From an optimization exercise on the open Yosys and OpenROAD flow, aimed at small area; shortcuts taken in it are not production practice.
Only simulation tests tie the RTL to the original design; equivalence was not proved.
Power and IR drop assume default switching activity.

==> flow/design.v (excerpt) <==
module fp_adder_top ( input  wire        clk,
                      input  wire [31:0] a,
                      input  wire [31:0] b,
                      output wire [31:0] s
                    );
For scale: roughly 920 cells after synthesis, roughly 97 I/O pins, about 7300 um^2 of cells after synthesis.
==> flow/config.mk <==
export PLATFORM = sky130hd
export DESIGN_NAME = fp_adder_top
export DESIGN_NICKNAME = fp_adder_top
export VERILOG_FILES = /design/flow/design.v
export SDC_FILE = /design/flow/constraint.sdc
export NUM_CORES = 4
export LEC_CHECK = 0
export CAP_MARGIN = 10
export CORE_MARGIN = 2
export CORE_UTILIZATION = 50
export SETUP_SLACK_MARGIN = -0.5
export SLEW_MARGIN = 10
export SYNTH_HIERARCHICAL = 1
export SYNTH_MINIMUM_KEEP_SIZE = 0
==> flow/constraint.sdc <==
create_clock -name core_clock -period 15.0 [get_ports {clk}]
set_input_delay 3.0000 -clock core_clock [delete_from_list [all_inputs] [get_ports {clk}]]
set_output_delay 3.0000 -clock core_clock [all_outputs]
set_load 0.01 [all_outputs]
standard.sh (not shown) runs the stock make flow with config.mk's settings and CLKGATE_MAP_FILE= SYNTH_SCRIPT=/design/flow/synth_recipe.tcl, a recipe that flattens the netlist after the stock synthesis.
==> flow/flow/run.sh <==
#!/bin/bash
# Layout flow: the standard ORFS flow (standard.sh), with these changes:
#  - synthesis maps each module with the ABC script flow/abc_area.script
#    (ABC_AREA=1; the script replaces ORFS's abc_area.script in a scripts
#    folder of links to ORFS's scripts),
#  - port buffers are sky130_fd_sc_hd__buf_1,
set -euo pipefail
F=$(pwd)
mkdir -p "$F/scripts"
for f in "$FLOW_HOME"/scripts/*; do ln -sf "$f" "$F/scripts/"; done
rm -f "$F/scripts/abc_area.script"
cp "$F/flow/abc_area.script" "$F/scripts/abc_area.script"
EXTRA=$(cat "$F/flow/extra_make_args" 2>/dev/null || true)
sed "s#\"\${@:-finish}\"#SCRIPTS_DIR=$F/scripts ABC_AREA=1 BUFFER_PORTS_ARGS='-buffer_cell sky130_fd_sc_hd__buf_1' $EXTRA \"\${@:-finish}\"#" standard.sh > "$F/my_standard.sh"
bash "$F/my_standard.sh" > "$F/flow_make.log" 2>&1
==> flow/flow/abc_area.script <==
strash
&get -n
&st
&dch -f
&nf -R 1000 -p
&put
==> flow/flow/extra_make_args <==
ADDER_MAP_FILE= SYNTH_INSBUF=0 SYNTH_OPERATIONS_ARGS=-noshare CTS_ARGS='-sink_clustering_enable -repair_clock_nets -buf_list sky130_fd_sc_hd__clkbuf_8 -dont_use_dummy_load'
Rerun with:
--- a/flow/flow/run.sh
+++ b/flow/flow/run.sh
@@ -1,7 +1,6 @@
 #!/bin/bash
-# Layout flow: the standard ORFS flow (standard.sh), with these changes:
-#  - synthesis maps each module with the ABC script flow/abc_area.script
-#    (ABC_AREA=1; the script replaces ORFS's abc_area.script in a scripts
-#    folder of links to ORFS's scripts),
-#  - port buffers are sky130_fd_sc_hd__buf_1,
+# Layout flow: the standard ORFS flow with two changes:
+#  - synthesis maps logic with the ABC script in flow/abc_area.script (ABC_AREA=1),
+#  - port buffers are sky130_fd_sc_hd__buf_1.
+# Each tool's output stays in orfs/logs/; make's own output goes to flow_make.log.
 set -euo pipefail
==> flow/flow/abc_area.script (replaced) <==
strash
&get -n
&st
&dch -f
&nf -R 50
&put
==> flow/flow/extra_make_args (replaced) <==
ADDER_MAP_FILE= SYNTH_INSBUF=0 SYNTH_OPERATIONS_ARGS=-noshare
--- a/flow/config.mk
+++ b/flow/config.mk
@@ -9,4 +9,4 @@
 export CORE_MARGIN = 2
-export CORE_UTILIZATION = 50
-export SETUP_SLACK_MARGIN = -0.5
+export CORE_UTILIZATION = 65
+export CTS_BUF_LIST = sky130_fd_sc_hd__clkbuf_8
 export SLEW_MARGIN = 10
Flip-flop and latch count does not change.
Design area climbs by 1.7%.
Setup slack is better by 190 ps.
Combinational power barely changes.
Via count climbs by 5.5%.
Register-to-register slack is better by 190 ps.
Rerun with:
--- a/flow/flow/run.sh
+++ b/flow/flow/run.sh
@@ -1,6 +1,7 @@
 #!/bin/bash
-# Layout flow: the standard ORFS flow with two changes:
-#  - synthesis maps logic with the ABC script in flow/abc_area.script (ABC_AREA=1),
-#  - port buffers are sky130_fd_sc_hd__buf_1.
-# Each tool's output stays in orfs/logs/; make's own output goes to flow_make.log.
+# Layout flow: the standard ORFS flow (standard.sh), with these changes:
+#  - synthesis maps each module with the ABC script flow/abc_area.script
+#    (ABC_AREA=1; the script replaces ORFS's abc_area.script in a scripts
+#    folder of links to ORFS's scripts),
+#  - port buffers are sky130_fd_sc_hd__buf_1,
 set -euo pipefail
==> flow/flow/abc_area.script (replaced) <==
strash
&get -n
&st
&dc2
&dch -f
&nf -R 1000 -p -C 32 -F 8
&put
==> flow/flow/extra_make_args (replaced) <==
ADDER_MAP_FILE= SYNTH_INSBUF=0 SYNTH_OPERATIONS_ARGS=-noshare CTS_ARGS='-sink_clustering_enable -repair_clock_nets -buf_list sky130_fd_sc_hd__clkbuf_8 -dont_use_dummy_load'
--- a/flow/config.mk
+++ b/flow/config.mk
@@ -9,4 +9,5 @@
 export CORE_MARGIN = 2
-export CORE_UTILIZATION = 65
-export CTS_BUF_LIST = sky130_fd_sc_hd__clkbuf_8
+export CORE_UTILIZATION = 55
+export GPL_ROUTABILITY_DRIVEN = 0
+export SETUP_SLACK_MARGIN = -0.5
 export SLEW_MARGIN = 10
After rerunning:
- The new run ran to the end with no violations
- final cell count went up by a few percent
- power went down by a little under a tenth
- sequential power goes down slightly
- worst setup slack gets worse by 690 ps
- global-route usage decreases by 4.7 points
- count of clock-buffer cells in the layout is unchanged
- fmax shrinks by a few percent
- register-to-register slack degrades by 690 ps
- synthesized area goes down by a few percent
- non-clock buffer count grows by 11
Rerun with:
==> flow/flow/abc_area.script (replaced) <==
strash
&get -n
&st
&dch -f
&nf -R 1000 -p
&put
The new run completed with no timing, DRC or antenna violations.
Routed wire length went down by a little under a tenth.
Final cell count went down slightly.
Via count went down by a few percent.
Final area went down by a few percent.
Register-to-register slack improves by 290 ps.
Worst hold slack improves by 9.2 ps.
Total power went up by a few percent.
Maximum frequency went up by a few percent.
Non-clock buffer count went down by 14.
Rerun with:
--- a/flow/flow/run.sh
+++ b/flow/flow/run.sh
@@ -1,7 +1,6 @@
 #!/bin/bash
-# Layout flow: the standard ORFS flow (standard.sh), with these changes:
-#  - synthesis maps each module with the ABC script flow/abc_area.script
-#    (ABC_AREA=1; the script replaces ORFS's abc_area.script in a scripts
-#    folder of links to ORFS's scripts),
-#  - port buffers are sky130_fd_sc_hd__buf_1,
+# Layout flow: the standard ORFS flow with two changes:
+#  - synthesis maps logic with the ABC script in flow/abc_area.script (ABC_AREA=1),
+#  - port buffers are sky130_fd_sc_hd__buf_1.
+# Each tool's output stays in orfs/logs/; make's own output goes to flow_make.log.
 set -euo pipefail
--- a/flow/config.mk
+++ b/flow/config.mk
@@ -9,4 +9,3 @@
 export CORE_MARGIN = 2
-export CORE_UTILIZATION = 55
-export GPL_ROUTABILITY_DRIVEN = 0
+export CORE_UTILIZATION = 45
 export SETUP_SLACK_MARGIN = -0.5
Routed wire length climbs by 4.4%. Worst setup slack gains 330 ps. Worst hold slack is better by 6.8 ps. Die area is higher by 21%. Design area came out higher by 1.5%. Final cell count is higher by 3.5%. Critical path depth grows by 1. Sequential power is about the same. Synthesized area is unchanged. Fmax rose by 2.4%. Via count is higher by 0.42%.

[static timing again, ports no longer ideal]
In the flow no input, the clock included, has a driving cell. The finished layouts below were timed again as built, in two steps.
Step 1 (the two cells are an assumption about what drives the block):
set clk [get_ports {clk}]
set_driving_cell -lib_cell sky130_fd_sc_hd__clkbuf_16 $clk
set_driving_cell -lib_cell sky130_fd_sc_hd__buf_2 [delete_from_list [all_inputs] $clk]
Step 2 adds t to the input delays and takes it off the output delays; t is the mean of the earliest and latest rising clock arrival at the registers after step 1. Input paths then give back, and output paths get back, about the clock's delay inside the block.
a / b / c = ideal ports / drivers / drivers and shift; a / b = the first two.
run	shift t [ns]	setup WS [ns]	pins driven straight from the clock port
the first run	0.410	1.043 / 1.043 / 1.043	1
the second run	0.422	1.234 / 1.234 / 1.234	1
the third run	0.403	0.545 / 0.545 / 0.545	1
the fourth run	0.407	0.833 / 0.833 / 0.833	1
the fifth run	0.420	1.166 / 1.166 / 1.166	1
After both steps setup and hold are still met in every run listed.
